Source: an optimization exercise on an open RTL-to-GDS flow (aim: small area, a short achievable clock period and few clock cycles). Production flows keep margins and buffers that such runs may drop. Only simulation tests tie the RTL to the original design; equivalence was not proved. Power figures rest on the tool's default switching activity, not on a simulated workload.

== main ==
==> flow/design.v (excerpt) <==
module core_top(
    input  wire        rst_i,
    input  wire        clk_i,
    output wire        rom_ce_o,
    output wire [31:0] rom_addr_o,
    input  wire [31:0] rom_data_i,
    output wire        ram_ce_o,
    output wire [31:0] ram_addr_o,
    output wire [31:0] ram_wdata_o,
    input  wire [31:0] ram_rdata_i,
    output wire        ram_we_o
);
Size: roughly 10000 cells after synthesis.
==> flow/config.mk <==
export PLATFORM = sky130hd
export DESIGN_NAME = core_top
export DESIGN_NICKNAME = core_top
export VERILOG_FILES = /design/flow/design.v
export SDC_FILE = /design/flow/constraint.sdc
export NUM_CORES = 4
export LEC_CHECK = 0
export CAP_MARGIN = 20
export CORE_MARGIN = 2
export CORE_UTILIZATION = 50
export PLACE_DENSITY = 0.65
export SLEW_MARGIN = 20
==> flow/constraint.sdc <==
create_clock -name core_clock -period 15.0 [get_ports {clk_i}]
set_input_delay 3.0000 -clock core_clock [delete_from_list [all_inputs] [get_ports {clk_i}]]
set_output_delay 3.0000 -clock core_clock [all_outputs]
set_load 0.01 [all_outputs]
standard.sh (not shown) runs the stock make flow with config.mk's settings and CLKGATE_MAP_FILE= SYNTH_SCRIPT=/design/flow/synth_recipe.tcl, a recipe that flattens the netlist after the stock synthesis.
==> flow/flow/run.sh <==
#!/bin/bash
# The standard ORFS layout (standard.sh), unchanged except that the
# timing repair steps (floorplan, CTS, global route) aim 10.6 ns below the
# clock period instead of at it, so that they keep shortening the critical
# paths. All of make's output goes to flow_orfs.log; each ORFS step also
# keeps its own log under orfs/logs/.
set -euo pipefail
bash standard.sh SETUP_SLACK_MARGIN=10.6 finish > flow_orfs.log 2>&1
Testbench counts of main, summed over its fixed seeds: cycles 98,240.
Changes in the feature branch relative to main:
-- flow/design.v --
<<< main, line 23
    assign rom_addr_o = pc;
    assign rom_ce_o   = ce_q;
    wire [31:0] fi      = rom_data_i;
    wire        f_pred  = (fi[6:0] == 7'b1100011) & fi[31] & fi[7] & (&fi[30:28]);
    wire [7:0]  f_imm   = {fi[27:25], fi[11:8], 1'b0};
    wire [8:0]  f_low   = {1'b0, pc[7:0]} + {1'b0, f_imm};
    wire [23:0] pc_hi_m = pc[31:8] - 24'd1;
    wire [23:0] f_hi    = f_low[8] ? pc[31:8] : pc_hi_m;
    wire [31:0] f_target = {f_hi, f_low[7:0]};
    always @(posedge clk_i) begin
        if (rst_i)
>>> the feature branch, line 23
    assign rom_addr_o = pc;
    assign rom_ce_o   = ce_q;
    reg         btb_v;
    reg  [29:0] btb_pc, btb_tgt;
    wire        btb_hit = btb_v & (pc[31:2] == btb_pc);
    always @(posedge clk_i) begin
        if (rst_i)
<<< main, line 41
        else if (id_redirect)
            pc <= id_target;
        else if (f_pred)
            pc <= f_target;
        else
            pc <= pc + 32'd4;
>>> the feature branch, line 37
        else if (id_redirect)
            pc <= id_target;
        else if (btb_hit)
            pc <= {btb_tgt, 2'b00};
        else
            pc <= pc + 32'd4;
<<< main, line 58
            d_pc  <= pc;
            d_ins <= rom_data_i;
            d_btb <= f_pred;
        end
    end
>>> the feature branch, line 54
            d_pc  <= pc;
            d_ins <= rom_data_i;
            d_btb <= btb_hit;
        end
    end
<<< main, line 89
    wire [31:0] pc_4   = d_pc + 32'd4;
    wire        pred   = i_jal | (i_br & d_ins[31]);
    reg  [31:0] rf [1:31];
    wire        w_wen;
>>> the feature branch, line 85
    wire [31:0] pc_4   = d_pc + 32'd4;
    wire        pred   = i_jal | (i_br & d_ins[31]);
    always @(posedge clk_i) begin
        if (rst_i)
            btb_v <= 1'b0;
        else if (d_valid & pred & ~d_btb & i_br & ~(brz & ~brz_tk)) begin
            btb_v   <= 1'b1;
            btb_pc  <= d_pc[31:2];
            btb_tgt <= pc_imm[31:2];
        end
    end
    reg  [31:0] rf [1:31];
    wire        w_wen;
--- outcome ---
Going from main to the feature branch, global-route usage picked up an extra 1.2 points; area used by multi-input combinational logic stayed essentially flat. More vias were needed by the feature branch than by main. Of the feature branch and main, it is the feature branch that has the higher transition time of the tightest slew-check pin. Changes observed in the feature branch relative to main: power consumption picked up an extra about 2.4%; wire length picked up an extra 3.8%.
Testbench counts of the feature branch, summed over its fixed seeds: cycles 99,816.

-- re-timing with driven ports --
The results above use ideal ports. As a check the final layouts listed here were re-extracted and re-timed, cells and wires unchanged.
Step 1 assumes that a clkbuf_16 drives the clock port and a buf_2 every other input.
Step 2 adds t to the input delays and takes it off the output delays; t is the mean of the earliest and latest rising clock arrival at the registers after step 1. Input paths then give back, and output paths get back, about the clock's delay inside the block.
a / b / c = no drivers / after step 1 / after step 2; a / b = the first two.
run | shift t [ns] | setup WS [ns] | pins driven straight from the clock port
main | 0.999 | 10.290 / 10.309 / 9.358 | 1
the feature branch | 0.920 | 10.414 / 10.322 / 9.695 | 1
After both steps every run listed still meets setup and hold. The setup slack of main, which loses most, moves by +0.019 ns with the drivers and by -0.932 ns with both steps.
